From an optimization exercise on the open Yosys and OpenROAD flow, aimed at small area; shortcuts taken in it are not production practice.
In this exercise RTL edits were held to simulation tests only and were not proved equivalent to the original.

Setup of before:
==> flow/design.v <==
`default_nettype none
module VGA_Timing_Generator(
    input  wire       clk_i,
    input  wire       rst_i,
    output wire       hsync_n_o,
    output wire       vsync_n_o,
    output wire       blank_n_o,
    output wire       valid_o,
    output wire       end_of_visible_line_o,
    output wire       end_of_frame_o,
    output wire       left_o,        
    output wire       top_o,         
    output wire       line0_o        
);
reg       ph;            
reg [9:0] px;            
reg [9:0] v;             
always @(posedge clk_i) begin
    if (rst_i) begin
        ph <= 1'b1;
        px <= 10'd794;
        v  <= 10'd522;
    end else begin
        ph <= ~ph;
        if (ph) begin
            if (px == 10'd795) begin
                px <= 10'd0;
                v  <= (v == 10'd522) ? 10'd0 : v + 1'b1;
            end else begin
                px <= px + 1'b1;
            end
        end
    end
end
wire vis_line = (v < 10'd480);
wire eol      = ~ph & (px == 10'd640);
assign valid_o               = ~ph;
assign blank_n_o             = (px < 10'd640) & vis_line;
assign hsync_n_o             = ~((px >= 10'd656) & (px < 10'd752));
assign vsync_n_o             = ~((v == 10'd490) | (v == 10'd491));
assign end_of_visible_line_o = eol & vis_line;
assign end_of_frame_o        = eol & (v == 10'd479);
assign left_o  = (px < 10'd320);
assign top_o   = (v < 10'd240);
assign line0_o = (v == 10'd0);
endmodule
`default_nettype none
module Video_Ctrl #(
  parameter DEPTH     = 47,
  parameter REQ_LEVEL = 29
)(
  input  wire        clk_i,
  input  wire        rst_i,
  input  wire        fb_en_i,
  output wire        sdram_cmd_valid,
  input  wire        sdram_cmd_ready,
  output wire        sdram_ack,
  output wire [23:0] sdram_addr_x16,
  input  wire        sdram_resp_valid,
  input  wire        sdram_resp_last,
  input  wire [15:0] sdram_rdata,
  input  wire        valid_i,
  input  wire        left_i,
  input  wire        top_i,
  input  wire        line0_i,
  input  wire        end_of_frame_i,
  output wire [23:0] rgb_o
);
localparam LW = $clog2(DEPTH + 1);
reg [15:0]   fifo [1:DEPTH];    
reg [LW-1:0] level;
reg [16:0]   addr;
reg          first_frame;       
reg          req;               
reg          busy;              
reg          cap;               
wire show = left_i & top_i;
wire pop  = valid_i & show & ~(first_frame & line0_i);
wire full = (level == DEPTH);
wire push = sdram_resp_valid & cap & (~full | pop);
wire ack  = sdram_resp_valid & sdram_resp_last;
wire want = (level <= REQ_LEVEL);
assign sdram_cmd_valid = req;
assign sdram_ack       = ack;
assign sdram_addr_x16  = {6'h20, 1'b0, addr};
integer k;
always @(posedge clk_i) begin
  if (push) begin
    fifo[1] <= sdram_rdata;
    for (k = 2; k <= DEPTH; k = k + 1)
      fifo[k] <= fifo[k-1];
  end
end
always @(posedge clk_i) begin
  if (rst_i) begin
    level       <= '0;
    addr        <= '0;
    first_frame <= 1'b1;
    req         <= 1'b0;
    busy        <= 1'b0;
    cap         <= 1'b0;
  end else begin
    if (push & ~pop)
      level <= level + 1'b1;
    else if (pop & ~push)
      level <= level - 1'b1;
    if (push)
      addr <= addr + 1'b1;
    if (sdram_resp_valid & ~push)
      cap <= 1'b0;
    if (req) begin
      if (sdram_cmd_ready) begin
        req  <= 1'b0;
        busy <= 1'b1;
        cap  <= 1'b1;
      end
    end else if (busy) begin
      if (ack) begin
        busy <= 1'b0;
        req  <= want;
      end
    end else begin
      req <= want;
    end
    if (end_of_frame_i) begin
      level       <= '0;
      addr        <= '0;
      first_frame <= 1'b0;
    end
  end
end
localparam NG = (DEPTH + 2) / 3;
wire [3*NG:1] sel;
wire [15:0]   ent [1:3*NG];
genvar g;
generate
  for (g = 1; g <= 3 * NG; g = g + 1) begin : g_sel
    if (g <= DEPTH) begin : g_e
      assign sel[g] = (level == g);
      assign ent[g] = fifo[g];
    end else begin : g_rep
      assign sel[g] = sel[DEPTH];
      assign ent[g] = fifo[DEPTH];
    end
  end
endgenerate
wire [15:0] grp_n [0:NG-1];
generate
  for (g = 0; g < NG; g = g + 1) begin : g_grp
    Sel3_N u_sel (
      .a0(ent[3*g+1]), .a1(ent[3*g+2]), .a2(ent[3*g+3]),
      .s0(sel[3*g+1]), .s1(sel[3*g+2]), .s2(sel[3*g+3]),
      .y_n(grp_n[g])
    );
  end
endgenerate
reg [15:0] d;
always @(*) begin
  d = 16'h0000;
  for (k = 0; k < NG; k = k + 1)
    d = d | ~grp_n[k];
end
assign rgb_o = ~fb_en_i ? 24'hFF00FF :
               ~show    ? 24'h000000 :
               {d[15:11], d[15:13], d[10:5], d[10:9], d[4:0], d[2:0]};
endmodule
module Sel3_N(
  input  wire [15:0] a0,
  input  wire [15:0] a1,
  input  wire [15:0] a2,
  input  wire        s0,
  input  wire        s1,
  input  wire        s2,
  output wire [15:0] y_n
);
assign y_n = ~((a0 & {16{s0}}) | (a1 & {16{s1}}) | (a2 & {16{s2}}));
endmodule
`default_nettype none
module Poly94_Video(
    input  wire        clk_i,
    input  wire        rst_i,
    input  wire        fb_en_i,
    output wire        sdram_cmd_valid_o,
    input  wire        sdram_cmd_ready_i,
    output wire [23:0] sdram_addr_x16_o,
    input  wire        sdram_resp_valid_i,
    input  wire        sdram_resp_last_i,
    input  wire [15:0] sdram_rdata_i,
    output wire        sdram_ack_o,
    output wire        hsync_n_o,
    output wire        vsync_n_o,
    output wire        blank_n_o,
    output wire        pixel_valid_o,
    output wire        end_of_visible_line_o,
    output wire        end_of_frame_o,
    output wire [23:0] vga_color_o
);
    wire valid, left, top, line0;
    VGA_Timing_Generator vgatm(
        .clk_i(clk_i),
        .rst_i(rst_i),
        .hsync_n_o(hsync_n_o),
        .vsync_n_o(vsync_n_o),
        .blank_n_o(blank_n_o),
        .valid_o(valid),
        .end_of_visible_line_o(end_of_visible_line_o),
        .end_of_frame_o(end_of_frame_o),
        .left_o(left),
        .top_o(top),
        .line0_o(line0)
    );
    assign pixel_valid_o = valid;
    Video_Ctrl video_inst(
        .clk_i(clk_i),
        .rst_i(rst_i),
        .fb_en_i(fb_en_i),
        .sdram_cmd_valid(sdram_cmd_valid_o),
        .sdram_cmd_ready(sdram_cmd_ready_i),
        .sdram_ack(sdram_ack_o),
        .sdram_addr_x16(sdram_addr_x16_o),
        .sdram_resp_valid(sdram_resp_valid_i),
        .sdram_resp_last(sdram_resp_last_i),
        .sdram_rdata(sdram_rdata_i),
        .valid_i(valid),
        .left_i(left),
        .top_i(top),
        .line0_i(line0),
        .end_of_frame_i(end_of_frame_o),
        .rgb_o(vga_color_o)
    );
endmodule
Settings: LEC_CHECK=0, CAP_MARGIN=20, CORE_MARGIN=2, CORE_UTILIZATION=60, PLACE_DENSITY=0.7, SLEW_MARGIN=20, SYNTH_HIERARCHICAL=1, SYNTH_MEMORY_MAX_BITS=32768; clock period 10.0 ns.
standard.sh (not shown) runs the stock make flow with config.mk's settings and CLKGATE_MAP_FILE= SYNTH_SCRIPT=/design/flow/synth_recipe.tcl, a recipe that flattens the netlist after the stock synthesis.
==> flow/flow/run.sh <==
#!/bin/bash
# The standard layout with three changes:
# - synthesis is the standard flow's own script, except that ABC maps the logic with an
#   area-oriented script (flow/abc_area_map.script: ifraig, dc2, dch, amap)
#   instead of ORFS's delay-oriented one; flip-flops are mapped as before
# - port buffers use the smallest buffer cell
# - the clock tree uses clkbuf_4 sink clusters of up to 10 flip-flops, without
#   dummy loads
set -euo pipefail
HERE=$(pwd)
{
  cat << 'EOT'
proc abc {args} {
  set i [lsearch -exact $args -script]
  if {$i >= 0} { lset args [expr {$i + 1}] $::env(AREA_ABC_SCRIPT) }
  yosys abc {*}$args
}
EOT
  cat synth_recipe.tcl
} > synth_area.tcl
export AREA_ABC_SCRIPT="$HERE/flow/abc_area_map.script"
export BUFFER_PORTS_ARGS="-buffer_cell sky130_fd_sc_hd__buf_1"
export CTS_ARGS="-sink_clustering_enable -repair_clock_nets -sink_clustering_size 10 -sink_clustering_max_diameter 45 -buf_list sky130_fd_sc_hd__clkbuf_4 -dont_use_dummy_load"
bash standard.sh SYNTH_SCRIPT="$HERE/synth_area.tcl" synth > synth.log 2>&1
bash standard.sh > standard.log 2>&1
==> flow/flow/abc_area_map.script <==
strash
dc2
dch -f
amap
topo
> inputs changed (before -> after)
--- a/flow/design.v
+++ b/flow/design.v
@@ -70,11 +70,12 @@
 reg [15:0]   fifo [1:DEPTH];    
 reg [LW-1:0] level;
 reg [16:0]   addr;
 reg          first_frame;       
-reg          req;               
 reg          busy;              
-reg          cap;               
+reg          st0;               
+wire         req = ~busy & st0;
+wire         cap = busy & st0;
 wire show = left_i & top_i;
 wire pop  = valid_i & show & ~(first_frame & line0_i);
 wire full = (level == DEPTH);
 wire push = sdram_resp_valid & cap & (~full | pop);
@@ -95,33 +96,29 @@
   if (rst_i) begin
     level       <= '0;
     addr        <= '0;
     first_frame <= 1'b1;
-    req         <= 1'b0;
     busy        <= 1'b0;
-    cap         <= 1'b0;
+    st0         <= 1'b0;
   end else begin
     if (push & ~pop)
       level <= level + 1'b1;
     else if (pop & ~push)
       level <= level - 1'b1;
     if (push)
       addr <= addr + 1'b1;
-    if (sdram_resp_valid & ~push)
-      cap <= 1'b0;
-    if (req) begin
-      if (sdram_cmd_ready) begin
-        req  <= 1'b0;
-        busy <= 1'b1;
-        cap  <= 1'b1;
-      end
-    end else if (busy) begin
+    if (busy) begin
       if (ack) begin
         busy <= 1'b0;
-        req  <= want;
+        st0  <= want;
+      end else if (sdram_resp_valid & ~push) begin
+        st0  <= 1'b0;
       end
+    end else if (st0) begin
+      if (sdram_cmd_ready)
+        busy <= 1'b1;
     end else begin
-      req <= want;
+      st0 <= want;
     end
     if (end_of_frame_i) begin
       level       <= '0;
       addr        <= '0;
==> summary.txt <==
Between before and after, the adder and majority cell fraction of the synthesized area figures differ only marginally.
Wire length on met3 for after: about 14% down relative to before
after vs before: smallest hold slack down
On count of multi-input gates, after and before are basically level.
Compared after against before; die boundary width within noise.
Summary of after over before: post-placement cell count rose 0.83%; number of clock buffer instances in the layout now sits higher; core area held steady; worst slew slack as a fraction of its limit higher; flip-flop and latch count closely matched the old numbers.
Comparing after and before, core occupancy in the finished layout is higher on after.

afterwards: timing with drivers on the ports:
The flow's constraints put no driver on any port. The routed layouts listed below were extracted and timed again, unchanged, in two steps.
Step 1 (the two cells are an assumption about what drives the block):
set clk [get_ports {clk_i}]
set_driving_cell -lib_cell sky130_fd_sc_hd__clkbuf_16 $clk
set_driving_cell -lib_cell sky130_fd_sc_hd__buf_2 [delete_from_list [all_inputs] $clk]
Step 2 times the ports against the registers' clock, not the clock port: input delays grow and output delays shrink by t, the midpoint of the rising clock arrivals with the driver on.
Three values: no drivers, after step 1, after step 2; two values: the first two.
run | t (ns) | slack for setup (ns) | worst hold slack (ns) | clock arrival spread, ns
before | 0.856 | 3.670 / 3.616 / 4.472 | 0.413 / 0.413 / 0.413 | 0.084 / 0.084
after | 0.864 | 4.026 / 3.968 / 4.382 | 0.369 / 0.369 / 0.369 | 0.118 / 0.118
After both steps setup and hold are still met in every run listed.
